From an optimization exercise on the open Yosys and OpenROAD flow, aimed at small area; shortcuts taken in it are not production practice.
The RTL was checked by simulation tests, not by an equivalence proof against the original design.
No driver is modelled on the clock port, so clocking that relies on it looks cheaper here than on a real chip.
Power figures rest on the tool's default switching activity, not on a simulated workload.

## jtag
module jtag (
	input TCK,
	input TDI,
	output TDO,
	input TMS,
	input HREADY,
	input HRESP,
	input [31:0] HRDATA,
	output HWRITE,
	output [1:0] HTRANS,
	output [31:0] HWDATA,
	output [31:0] HADDR
);
  localparam [3:0] TEST_LOGIC_RESET = 4'hf,
    RUN_TEST_IDLE = 4'hc,
    SELECT_DR_SCAN = 4'h7,
    CAPTURE_DR = 4'h6,
    SHIFT_DR = 4'h2,
    EXIT_1_DR = 4'h1,
    PAUSE_DR = 4'h3,
    EXIT_2_DR = 4'h0,
    UPDATE_DR = 4'h5,
    SELECT_IR_SCAN = 4'h4,
    CAPTURE_IR = 4'he,
    SHIFT_IR = 4'ha,
    EXIT_1_IR = 4'h9,
    PAUSE_IR = 4'hb,
    EXIT_2_IR = 4'h8,
    UPDATE_IR = 4'hd;
  localparam [2:0] I_BYPASS = 3'b000, I_OTHER = 3'b010, I_IDCODE = 3'b001,
                   I_WDATA = 3'b011, I_ADDR = 3'b100, I_RDATA = 3'b110;
  reg [3:0] state;
  reg [2:0] ins;
  reg [31:0] sr;      
  reg [31:0] ar;      
  reg [31:0] rd;      
  reg bp;             
  reg act;            
  always @(posedge TCK)
    case (state)
      TEST_LOGIC_RESET: state <= TMS ? TEST_LOGIC_RESET : RUN_TEST_IDLE;
      RUN_TEST_IDLE:    state <= TMS ? SELECT_DR_SCAN : RUN_TEST_IDLE;
      SELECT_DR_SCAN:   state <= TMS ? SELECT_IR_SCAN : CAPTURE_DR;
      CAPTURE_DR:       state <= TMS ? EXIT_1_DR : SHIFT_DR;
  ...
Size in the first run: ~110 I/O pins, ~3500 sq um of cells after synthesis.
==> flow/config.mk <==
export PLATFORM = sky130hd
export DESIGN_NAME = jtag
export DESIGN_NICKNAME = jtag
export VERILOG_FILES = /design/flow/design.v
export SDC_FILE = /design/flow/constraint.sdc
export NUM_CORES = 4
export LEC_CHECK = 0
export CAP_MARGIN = 20
export CORE_MARGIN = 2
export CORE_UTILIZATION = 50
export SLEW_MARGIN = 20
==> flow/constraint.sdc <==
create_clock -name core_clock -period 10.0 [get_ports {TCK}]
set_input_delay 2.0000 -clock core_clock [delete_from_list [all_inputs] [get_ports {TCK}]]
set_output_delay 2.0000 -clock core_clock [all_outputs]
set_load 0.01 [all_outputs]
standard.sh (not shown) runs the stock make flow with config.mk's settings and CLKGATE_MAP_FILE= SYNTH_SCRIPT=/design/flow/synth_recipe.tcl, a recipe that flattens the netlist after the stock synthesis.
==> flow/flow/run.sh <==
#!/bin/bash
# Own layout flow: the standard flow (standard.sh) with
#  - an area-oriented ABC script in synthesis (flow/my_synth.tcl, flow/area.abc),
#  - single-drive buffers on the ports,
#  - a clock tree of small clock buffers without dummy loads.
set -euo pipefail
here=$(pwd)
export MY_ABC_SCRIPT=$here/flow/area.abc
export RECOVER_POWER=100
export BUFFER_PORTS_ARGS="-buffer_cell sky130_fd_sc_hd__buf_1"
export CTS_ARGS="-sink_clustering_enable -repair_clock_nets -dont_use_dummy_load -buf_list {sky130_fd_sc_hd__clkbuf_2 sky130_fd_sc_hd__clkbuf_4 sky130_fd_sc_hd__clkbuf_8}"
sed "s#SYNTH_SCRIPT=[^ ]*#SYNTH_SCRIPT=$here/flow/my_synth.tcl #" standard.sh > my_standard.sh
grep -q "my_synth.tcl" my_standard.sh
bash my_standard.sh > standard_flow.log 2>&1
==> flow/flow/area.abc <==
&get -n
&st
&dch -f
&nf -R 1000
&put
topo
==> flow/flow/my_synth.tcl <==
# The standard flow's synthesis script (synth_recipe.tcl), except that Yosys's abc pass
# runs the ABC script named by MY_ABC_SCRIPT (an area-oriented mapping)
# instead of ORFS's. Registers are mapped before abc, so they are unchanged.
proc synth {args} { yosys synth -nofsm -noshare {*}$args }
proc abc {args} {
  set i [lsearch -exact $args -script]
  if { $i >= 0 && [info exists ::env(MY_ABC_SCRIPT)] } {
    lset args [expr {$i + 1}] $::env(MY_ABC_SCRIPT)
  }
  yosys abc {*}$args
}
source $::env(SCRIPTS_DIR)/synth.tcl
# left out here: clear keep_hierarchy, flatten, clean up, hide names made inside functions, write 1_2_yosys.v
The first run completed, yet does not pass: capacitance limit, slew limit.
Change:
--- a/flow/flow/run.sh
+++ b/flow/flow/run.sh
@@ -8,3 +8,2 @@
 export MY_ABC_SCRIPT=$here/flow/area.abc
-export RECOVER_POWER=100
 export BUFFER_PORTS_ARGS="-buffer_cell sky130_fd_sc_hd__buf_1"
The new run completed with no timing, DRC or antenna violations.
Maximum frequency came out higher by 2.3%.
Total power came out higher by 0.67%.
Die area stays the same.
Clock power is about the same.
Synthesized area does not change.
Change:
--- a/flow/flow/run.sh
+++ b/flow/flow/run.sh
@@ -8,2 +8,3 @@
 export MY_ABC_SCRIPT=$here/flow/area.abc
+export PRE_CTS_TCL=$here/flow/clock_tree.tcl MY_CLK_K=4 MY_CLK_BUF=sky130_fd_sc_hd__clkbuf_16
 export BUFFER_PORTS_ARGS="-buffer_cell sky130_fd_sc_hd__buf_1"
==> flow/flow/area.abc (replaced) <==
&get -n
&st
&syn2
&dc2
&dch -f
&nf -R 1000
&put
topo
==> flow/flow/clock_tree.tcl (new file) <==
# Clock distribution: the registers are split into MY_CLK_K groups by
# position (k-means); each group gets one clock buffer (MY_CLK_BUF) at its
# centre, driven straight from the clock port. CTS then skips these nets.
set block [ord::get_db_block]
set dbu [[ord::get_db_tech] getDbUnitsPerMicron]
set K $::env(MY_CLK_K)
set pins {}
foreach it [[$block findNet TCK] getITerms] {
  set b [[$it getInst] getBBox]
  lappend pins [list [expr {([$b xMin] + [$b xMax]) / 2.0 / $dbu}] [expr {([$b yMin] + [$b yMax]) / 2.0 / $dbu}] [[$it getInst] getName]/[[$it getMTerm] getName]]
}
set n [llength $pins]
# initial centres: spread along the sorted x (then y) order
set sorted [lsort -real -index 0 $pins]
set cent {}
for {set k 0} {$k < $K} {incr k} {
  set p [lindex $sorted [expr {int(($k + 0.5) * $n / $K)}]]
  lappend cent [list [lindex $p 0] [lindex $p 1]]
}
for {set iter 0} {$iter < 50} {incr iter} {
  set sx {}; set sy {}; set sc {}
  for {set k 0} {$k < $K} {incr k} { lappend sx 0.0; lappend sy 0.0; lappend sc 0 }
  set assign {}
  foreach p $pins {
    set best 0; set bd 1e30
    for {set k 0} {$k < $K} {incr k} {
      set c [lindex $cent $k]
      set d [expr {abs([lindex $p 0] - [lindex $c 0]) + abs([lindex $p 1] - [lindex $c 1])}]
      if {$d < $bd} { set bd $d; set best $k }
    }
    lappend assign $best
    lset sx $best [expr {[lindex $sx $best] + [lindex $p 0]}]
    lset sy $best [expr {[lindex $sy $best] + [lindex $p 1]}]
    lset sc $best [expr {[lindex $sc $best] + 1}]
  }
  for {set k 0} {$k < $K} {incr k} {
    if {[lindex $sc $k] > 0} {
      lset cent $k [list [expr {[lindex $sx $k] / [lindex $sc $k]}] [expr {[lindex $sy $k] / [lindex $sc $k]}]]
    }
  }
}
set skip {TCK}
for {set k 0} {$k < $K} {incr k} {
  set loads {}
  foreach p $pins a $assign { if {$a == $k} { lappend loads [get_pins [lindex $p 2]] } }
  if {[llength $loads] == 0} continue
  set c [lindex $cent $k]
  puts "clock group $k: [llength $loads] registers, buffer at $c"
  insert_buffer -buffer_cell $::env(MY_CLK_BUF) -net TCK -load_pins $loads -location $c -buffer_name clkleaf$k -net_name clknet_leaf$k
}
foreach it [[$block findNet TCK] getITerms] {
  lappend skip [[[[$it getInst] findITerm X] getNet] getName]
}
puts "clock nets made here: $skip"
set_cts_config -skip_nets $skip
Cell count goes down by 4.0%.
Worst hold slack is better by 0.0071 ns.
Critical path depth stays the same.
Register-to-register slack hardly moves.
Utilization goes down by 0.70 points.
Global-route usage goes down by 1.8 points.
Wire length goes down by 2.4%.
Die area goes down by about 0.9%.
Combinational power goes down by 18%.
Design area goes down by about 1.7%.
Area after synthesis goes down by about 0.9%.
Change:
==> flow/flow/area.abc (replaced) <==
&get -n
&st
&dch -f
&nf -R 1000
&put
topo
--- a/flow/flow/clock_tree.tcl
+++ b/flow/flow/clock_tree.tcl
@@ -41,3 +41,3 @@
 }
-set skip {TCK}
+set skip {}
 for {set k 0} {$k < $K} {incr k} {
- The new run ran to the end with no violations
- worst setup slack degrades by 0.32 ns
- wire length is higher by 1.8%
- register-to-register slack improves by 0.04 ns
- via count is higher by 2.3%
- design area is higher by 2.1%
- sequential power is higher by 4.5%
- sequential cell count does not change
Change:
==> flow/flow/run.sh (replaced) <==
#!/bin/bash
# Own layout flow: the standard flow (standard.sh) with
#  - an area-oriented ABC script in synthesis (flow/my_synth.tcl, flow/area.abc);
#    registers are mapped before ABC runs, so they are the standard synthesis's,
#  - single-drive buffers (buf_1) on the ports,
#  - the clock distributed by flow/clock_tree.tcl before CTS: the registers are
#    split by position into four groups, each driven by one clkbuf_16 that the
#    clock port drives directly; CTS then has no net left to build.
# Every tool's output goes to the ORFS logs under orfs/logs, and make's own
# output to standard_flow.log.
set -euo pipefail
here=$(pwd)
export MY_ABC_SCRIPT=$here/flow/area.abc
export PRE_CTS_TCL=$here/flow/clock_tree.tcl MY_CLK_K=4 MY_CLK_BUF=sky130_fd_sc_hd__clkbuf_16
export BUFFER_PORTS_ARGS="-buffer_cell sky130_fd_sc_hd__buf_1"
export CTS_ARGS="-sink_clustering_enable -repair_clock_nets -dont_use_dummy_load"
sed "s#SYNTH_SCRIPT=[^ ]*#SYNTH_SCRIPT=$here/flow/my_synth.tcl #" standard.sh > my_standard.sh
grep -q "my_synth.tcl" my_standard.sh
bash my_standard.sh > standard_flow.log 2>&1
==> flow/flow/area.abc (replaced) <==
&get -n
&st
&syn2
&dc2
&dch -f
&nf -R 1000
&put
topo
--- a/flow/flow/clock_tree.tcl
+++ b/flow/flow/clock_tree.tcl
@@ -41,3 +41,3 @@
 }
-set skip {}
+set skip {TCK}
 for {set k 0} {$k < $K} {incr k} {
What happened:
- die area drops by 0.89%
- utilization drops by 0.96 points
- area after synthesis drops by 0.94%
- sequential share of layout area climbs by 1.1 points
- global-route usage drops by 1.0 points
- wire length drops by 1.8%
- flip-flop and latch count is unchanged

## static timing again, ports no longer ideal
In the flow no input, the clock included, has a driving cell. The finished layouts below were timed again as built, in two steps.
Step 1 (the two cells are an assumption about what drives the block):
set clk [get_ports {TCK}]
set_driving_cell -lib_cell sky130_fd_sc_hd__clkbuf_16 $clk
set_driving_cell -lib_cell sky130_fd_sc_hd__buf_2 [delete_from_list [all_inputs] $clk]
Step 2, shift: input delay + t, output delay - t, t = (earliest + latest rising clock arrival at the registers) / 2. This alone moves slack from input paths to output paths.
Slacks: ideal ports / drivers / drivers and shift; pairs: ideal ports / drivers.
run | shift t [ns] | slack for setup (ns) | slew at the worst register clock pin (ns)
the first run | 0.374 | 6.366 / 6.366 / 6.366 | 0.10 / 0.10
the second run | 0.374 | 6.450 / 6.417 / 6.791 | 0.10 / 0.10
the third run | 0.226 | 6.695 / 6.623 / 6.848 | 0.10 / 0.10
the fourth run | 0.451 | 6.376 / 6.343 / 6.794 | 0.11 / 0.11
the fifth run | 0.226 | 6.695 / 6.623 / 6.848 | 0.10 / 0.10
